What follows belongs to an exercise in optimizing a design on an open flow for small area and few clock cycles per item; a production flow would make more cautious choices. Function was checked by simulation only, so behaviour that the tests miss may differ from the original. Power is estimated from default activity; no workload was simulated.

==> flow/design.v <==
`timescale 1ns/1ps
module LCD_CTRL(clk, reset, datain, cmd, cmd_valid, dataout, output_valid, busy);
input           clk;
input           reset;
input   [7:0]   datain;
input   [2:0]   cmd;
input           cmd_valid;
output  [7:0]   dataout;
output          output_valid;
output reg      busy;
reg        ov;           
reg        ld;           
reg  [3:0] pa;           
reg  [3:0] pb;           
reg  [3:0] x;            
reg  [2:0] y;            
reg        fit;          
reg  [3:0] i;            
reg  [8:0] ra;           
reg  [5:0] hb;           
assign output_valid = ov;
wire wt = busy & ~ov & ~ld;      
reg [863:0] q;           
always @(posedge clk)
  q <= {(ld ? datain : q[7:0]), q[863:8]};
reg [7:0] pix;
reg [7:0] colpix;
integer ia, ih;
always @(*) begin
  pix = 8'd0;
  for (ih = 0; ih < 6; ih = ih + 1) begin
    colpix = 8'd0;
    for (ia = 0; ia < 9; ia = ia + 1)
      colpix = colpix | ({8{ra[ia]}} & q[96*ia + 16*ih +: 8]);
    pix = pix | ({8{hb[ih]}} & colpix);
  end
end
assign dataout = pix;
wire accept = cmd_valid & ~busy;
wire cload = (cmd == 3'd0);
wire c_r = (cmd == 3'd3), c_l = (cmd == 3'd4), c_u = (cmd == 3'd5), c_d = (cmd == 3'd6);
wire xinc = c_r & (x != 4'd8), xdec = c_l & (x != 4'd0);
wire yinc = c_d & (y != 3'd5), ydec = c_u & (y != 3'd0);
wire tofit = ~(c_r | c_l | c_u | c_d | (cmd == 3'd1));
wire nfit = tofit | (fit & (cmd != 3'd1));
wire [3:0] xs = x + {xdec, xdec, xdec, xinc | xdec};
wire [2:0] ys = y + {ydec, ydec, ydec | yinc};
wire [3:0] nx = (fit | tofit) ? 4'd4 : xs;
wire [2:0] ny = (fit | tofit) ? 3'd3 : ys;
wire [3:0] r0 = nfit ? 4'd1 : {1'b0, ny};
wire [3:0] c0 = nfit ? 4'd1 : nx;
wire [4:0] nb = {1'b0, c0} - {1'b0, pb} - 5'd1;
wire [3:0] b0 = nb[4] ? nb[3:0] + 4'd12 : nb[3:0];
wire [4:0] na = {1'b0, r0} - {1'b0, pa} - {4'd0, nb[4]};
wire [3:0] a0 = na[4] ? na[3:0] + 4'd9 : na[3:0];
wire rowch = (i[1:0] == 2'd3);
wire hstep = fit | rowch;
wire [5:0] hn = fit ? {hb[4:0], hb[5]} : {hb[1:0], hb[5:2]};
wire hc = fit ? hb[5] : ~(hb[0] | hb[1]);
wire a1 = hstep & (hc ^ (fit & rowch));
wire a2 = fit & rowch & hc;
wire ph_end = (pa == 4'd8) && (pb == 4'd11);
always @(posedge clk or posedge reset) begin
  if (reset) begin
    busy <= 1'b0;
    ov   <= 1'b0;
    ld   <= 1'b0;
  end else if (accept) begin
    busy <= 1'b1;
    ld   <= cload;
    ov   <= ~cload & ~b0[0];
  end else if (ld) begin
    ov <= pa[0] && (pb == 4'd2 || pb == 4'd5 || pb == 4'd8 || pb == 4'd11);
    if (ph_end) begin
      ld   <= 1'b0;
      busy <= 1'b0;
    end
  end else if (wt) begin
    ov <= 1'b1;
  end else if (ov) begin
    if (i == 4'd14) busy <= 1'b0;
    if (i == 4'd15) ov <= 1'b0;
  end
end
always @(posedge clk) begin
  if (accept && cload) begin
    pa <= 4'd0;
    pb <= 4'd0;
  end else if (pb == 4'd11) begin
    pb <= 4'd0;
    pa <= (pa == 4'd8) ? 4'd0 : pa + 4'd1;
  end else begin
    pb <= pb + 4'd1;
  end
  if (accept) begin
    i   <= 4'd0;
    fit <= nfit;
    x   <= nx;
    y   <= ny;
    ra  <= cload ? 9'b100000000 : 9'd1 << a0;
    hb  <= cload ? 6'b100000 : 6'd1 << b0[3:1];
  end else if (ov & ~ld) begin
    i <= i + 4'd1;
    if (hstep) hb <= hn;
    if (a1) ra <= {ra[7:0], ra[8]};
    else if (a2) ra <= {ra[6:0], ra[8:7]};
  end
end
endmodule
clock: 8.0 ns
lec_check: 0
cap_margin: 20
core_margin: 2
core_utilization: 60
cts_buf_list: sky130_fd_sc_hd__clkbuf_16
cts_cluster_diameter: 60
cts_cluster_size: 30
slew_margin: 20
run.sh (not shown) runs the stock make flow with config.mk's settings and CLKGATE_MAP_FILE= SYNTH_SCRIPT=/design/flow/synth_recipe.tcl, a recipe that flattens the netlist after the stock synthesis.
Testbench counts at the start, summed over its fixed seeds: cycles 17,449, commands 768.
==> next run, changes <==
--- a/flow/config.mk
+++ b/flow/config.mk
@@ -11 +11 @@
-export CTS_BUF_LIST = sky130_fd_sc_hd__clkbuf_16
+export CTS_BUF_LIST = sky130_fd_sc_hd__clkbuf_8
@@ -13 +13 @@
-export CTS_CLUSTER_SIZE = 30
+export CTS_CLUSTER_SIZE = 20
Global-route usage is about the same.
Register-to-register slack hardly moves.
Worst hold slack gets worse by 0.0075 ns.
Non-clock buffer count stays the same.
Clock skew is higher by 0.011 ns.
Maximum frequency goes up by about 1.4%.
Flip-flop and latch count does not change.
==> next run, changes <==
==> flow/flow/run.sh (new file) <==
#!/bin/bash
# The standard layout (the standard.sh, all steps), with the input and
# output port buffers made from the smallest buffer cell.
export BUFFER_PORTS_ARGS="-buffer_cell sky130_fd_sc_hd__buf_1"
bash standard.sh > standard.log 2>&1
==> flow/standard.sh (new file) <==
#!/bin/bash
# synth_recipe.tcl (not shown) runs the flow's synth.tcl, then flattens the netlist and writes it again
# the make line also repeats each setting of config.mk as NAME=value (left out here)
make -C /OpenROAD-flow-scripts/flow DESIGN_CONFIG=/design/flow/config.mk WORK_HOME=/design/flow/orfs CLKGATE_MAP_FILE= SYNTH_SCRIPT=/design/flow/synth_recipe.tcl "${@:-finish}"
--- a/flow/config.mk
+++ b/flow/config.mk
@@ -10 +10 @@
-export CORE_UTILIZATION = 60
+export CORE_UTILIZATION = 70
removed: flow/run.sh
Result: The changed run passed the timing, design-rule and antenna checks; total power goes down by 1.3%; combinational power went down by about 8%; clock-buffer cell count climbs by 2; area after synthesis is unchanged; utilization climbs by 11 points; final area drops by 1.3%; routed wire length came out lower by 2.9%; die area decreases by 14%; critical path depth does not change; non-clock buffer count fell by 3; setup slack gains 0.34 ns.
==> next run, changes <==
--- a/flow/flow/run.sh
+++ b/flow/flow/run.sh
@@ -3 +3,2 @@
-# output port buffers made from the smallest buffer cell.
+# output port buffers made from the smallest buffer cell and clock tree
+# synthesis run without dummy loads.
@@ -4,0 +6 @@
+export CTS_ARGS="-sink_clustering_enable -repair_clock_nets -sink_clustering_size 20 -sink_clustering_max_diameter 60 -buf_list sky130_fd_sc_hd__clkbuf_8 -dont_use_dummy_load"
After rerunning:
- combinational power is about the same
- die area does not change
- synthesized cell count stays the same
- core utilization decreases by 0.27 points
- routed wire length stays flat
- setup slack got worse by 0.021 ns
- final area shrinks slightly
- synthesized area does not change
- power goes down slightly
- hold slack got worse by 0.024 ns
- clock-buffer cell count came out lower by 3
==> next run, changes <==
--- a/flow/config.mk
+++ b/flow/config.mk
@@ -10 +10 @@
-export CORE_UTILIZATION = 70
+export CORE_UTILIZATION = 75
@@ -13,0 +14 @@
+export GPL_TIMING_DRIVEN = 0
Total power came out higher by 3.7%.
First-iteration DRC count came out higher by 22%.
Design area came out higher by 0.82%.
Via count came out higher by 9.3%.
Area after synthesis stays the same.
Clock power came out higher by about 3%.
Global-route usage came out higher by 9.4 points.

* * *

Starts from the design.v that is shown in full above.
==> flow/config.mk <==
export PLATFORM = sky130hd
export DESIGN_NAME = LCD_CTRL
export DESIGN_NICKNAME = LCD_CTRL
export VERILOG_FILES = /design/flow/design.v
export SDC_FILE = /design/flow/constraint.sdc
export NUM_CORES = 4
export LEC_CHECK = 0
export CAP_MARGIN = 20
export CORE_MARGIN = 2
export CORE_UTILIZATION = 60
export CTS_BUF_LIST = sky130_fd_sc_hd__clkbuf_8
export CTS_CLUSTER_DIAMETER = 45
export CTS_CLUSTER_SIZE = 20
export SLEW_MARGIN = 20
==> flow/constraint.sdc <==
create_clock -name core_clock -period 8.0 [get_ports {clk}]
set_input_delay 1.6000 -clock core_clock [delete_from_list [all_inputs] [get_ports {clk}]]
set_output_delay 1.6000 -clock core_clock [all_outputs]
set_load 0.01 [all_outputs]
standard.sh (not shown) runs the stock make flow with config.mk's settings and CLKGATE_MAP_FILE= SYNTH_SCRIPT=/design/flow/synth_recipe.tcl, a recipe that flattens the netlist after the stock synthesis.
==> flow/flow/run.sh <==
#!/bin/bash
# The standard layout (the standard.sh, all steps), with the input and
# output port buffers made from the smallest buffer cell.
export BUFFER_PORTS_ARGS="-buffer_cell sky130_fd_sc_hd__buf_1"
bash standard.sh > standard.log 2>&1
Testbench counts at the start, summed over its fixed seeds: cycles 17,449, commands 768.
Next try:
--- a/flow/config.mk
+++ b/flow/config.mk
@@ -10,5 +10,5 @@
 export CORE_UTILIZATION = 60
 export CTS_BUF_LIST = sky130_fd_sc_hd__clkbuf_8
-export CTS_CLUSTER_DIAMETER = 45
+export CTS_CLUSTER_DIAMETER = 60
 export CTS_CLUSTER_SIZE = 20
 export SLEW_MARGIN = 20
The new run finished with timing, DRC and antenna clean.
Sequential share of layout area went up by 1.6 points.
Die area does not change.
Worst setup slack gains 32 ps.
Combinational power stays flat.
Non-clock buffer count stays the same.
Clock power went down by about 23%.
Next try:
--- a/flow/config.mk
+++ b/flow/config.mk
@@ -6,9 +6,9 @@
 export NUM_CORES = 4
 export LEC_CHECK = 0
-export CAP_MARGIN = 20
+export CAP_MARGIN = 5
 export CORE_MARGIN = 2
 export CORE_UTILIZATION = 60
 export CTS_BUF_LIST = sky130_fd_sc_hd__clkbuf_8
 export CTS_CLUSTER_DIAMETER = 60
-export CTS_CLUSTER_SIZE = 20
-export SLEW_MARGIN = 20
+export CTS_CLUSTER_SIZE = 19
+export SLEW_MARGIN = 5
Result: Die area stays the same. First-iteration DRC count grows slightly. Register-to-register slack stays flat. Synthesized cell count does not change. Global-route usage stays flat. Power rises slightly. Non-clock buffer count stays the same. Setup slack gets worse by 32 ps. Fmax falls slightly. Design area hardly moves.

* * *

trial 54:
LCD_CTRL, a different RTL version from the one above (not shown whole).
For scale: ~900 flip-flops.
Settings: LEC_CHECK=0, CAP_MARGIN=20, CORE_MARGIN=2, CORE_UTILIZATION=40, SLEW_MARGIN=20; clock period 8.0 ns.
run.sh (not shown) runs the stock make flow with config.mk's settings and CLKGATE_MAP_FILE= SYNTH_SCRIPT=/design/flow/synth_recipe.tcl, a recipe that flattens the netlist after the stock synthesis.
Stock flow here: none of the scripts above is used.
Testbench counts of trial 54, summed over its fixed seeds: cycles 17,449, commands 768.
For build 78, these inputs were changed with respect to trial 54:
Settings: setting CTS_CLUSTER_DIAMETER to 60 for the first time; changing CORE_UTILIZATION from 40 to 60; setting CTS_CLUSTER_SIZE to 20 for the first time.
--- outcome ---
Having completed the whole flow, build 78 delivered a layout that passed the timing, design-rule and antenna checks.
The cell area reported for build 78 is smaller than that of trial 54 by 6.6%.
Sort trial 54 and build 78 by via total after detailed routing, descending, and trial 54 comes first.
Diff trial 54 -> build 78: total power fell by 14%, part of the power in the clock network fell by 9.8 points.
Delta(power density relative to cell area, build 78 - trial 54) < 0
Re area taken by flip-flops and latches: no difference whatsoever between trial 54 and build 78.
Comparing build 78 against trial 54, there is no change at all in overall overflow remaining after global route.
The non-clock buffer count of build 78 is lower than that of trial 54.
Re number of signal-net inverters in the final layout: no difference whatsoever between trial 54 and build 78.

* * *

job 101:
Another version of the RTL of LCD_CTRL (not shown whole).
For scale: roughly 1,600 cells after synthesis, roughly 900 flip-flops, roughly 24 I/O pins.
Settings: LEC_CHECK=0, CAP_MARGIN=20, CORE_MARGIN=2, CORE_UTILIZATION=60, CTS_BUF_LIST=sky130_fd_sc_hd__clkbuf_4, CTS_CLUSTER_DIAMETER=40, CTS_CLUSTER_SIZE=10, SLEW_MARGIN=20; clock period 8.0 ns.
Job 101 ended with every stage complete and zero timing, DRC or antenna violations.
Testbench counts of job 101, summed over its fixed seeds: cycles 17,449, commands 768.
Here is what was changed in the inputs of job 102 compared with job 101.
- a change of CTS_BUF_LIST from sky130_fd_sc_hd__clkbuf_4 to sky130_fd_sc_hd__clkbuf_8
- a change of CTS_CLUSTER_DIAMETER from 40 to 60
- a change of CTS_CLUSTER_SIZE from 10 to 20
Findings:
- Met2 track demand over resource in global routing: job 102 vs job 101 down 0.67 points
- First-iteration DRC count sits lower in job 102 than in job 101.
- Density: job 102 sparser than job 101
- Job 102 against job 101; final area is down slightly.
- Lower number of global-route vias before repair goes to job 102 over job 101.
- Measured against each other, job 101 and job 102 differ in count of clock-buffer cells in the layout, the lower figure coming from job 102.
- Job 102 vs. job 101: overall die area has remained practically unchanged, slack of the critical path down 120 ps, final wirelength shows a reduction of 1.2%.

## separate check: timing with driven ports
Ports are ideal in the flow. The routed layouts listed here were re-timed in OpenROAD. Step 1 (the two cells are an assumption about what drives the block):
set clk [get_ports {clk}]
set_driving_cell -lib_cell sky130_fd_sc_hd__clkbuf_16 $clk
set_driving_cell -lib_cell sky130_fd_sc_hd__buf_2 [delete_from_list [all_inputs] $clk]
Step 2 times the ports against the registers' clock, not the clock port: input delays grow and output delays shrink by t, the midpoint of the rising clock arrivals with the driver on. Three values: ideal, step 1, step 2; two values: the first two.
run	t, ns	slack for setup (ns)	worst hold slack (ns)	worst setup path after step 2
the first run of note 1	0.638	1.295 / 1.326 / 0.688	0.321 / 0.321 / 0.321	input to register
the second run of note 1	0.716	1.388 / 1.414 / 0.698	0.314 / 0.314 / 0.314	input to register
the third run of note 1	0.649	1.732 / 1.757 / 1.108	0.328 / 0.328 / 0.328	input to register
the fourth run of note 1	0.623	1.711 / 1.736 / 1.113	0.303 / 0.303 / 0.303	input to register
the fifth run of note 1	0.645	1.466 / 1.488 / 0.843	0.288 / 0.288 / 0.288	input to register
the first run of note 2	0.716	1.720 / 1.752 / 1.037	0.321 / 0.321 / 0.321	input to register
the second run of note 2	0.712	1.752 / 1.781 / 1.069	0.319 / 0.319 / 0.319	input to register
the third run of note 2	0.729	1.720 / 1.753 / 1.024	0.316 / 0.316 / 0.316	input to register
trial 54	0.685	1.775 / 1.718 / 1.219	0.300 / 0.300 / 0.300	input to register
build 78	0.665	1.728 / 1.758 / 1.093	0.308 / 0.308 / 0.308	input to register
job 101	0.846	1.375 / 1.399 / 0.553	0.296 / 0.296 / 0.296	input to register
job 102	0.712	1.255 / 1.284 / 0.572	0.327 / 0.327 / 0.327	input to register
After both steps setup and hold are still met in every run listed. The setup slack of job 101, which loses most, moves by +0.024 ns with the drivers and by -0.822 ns with both steps.
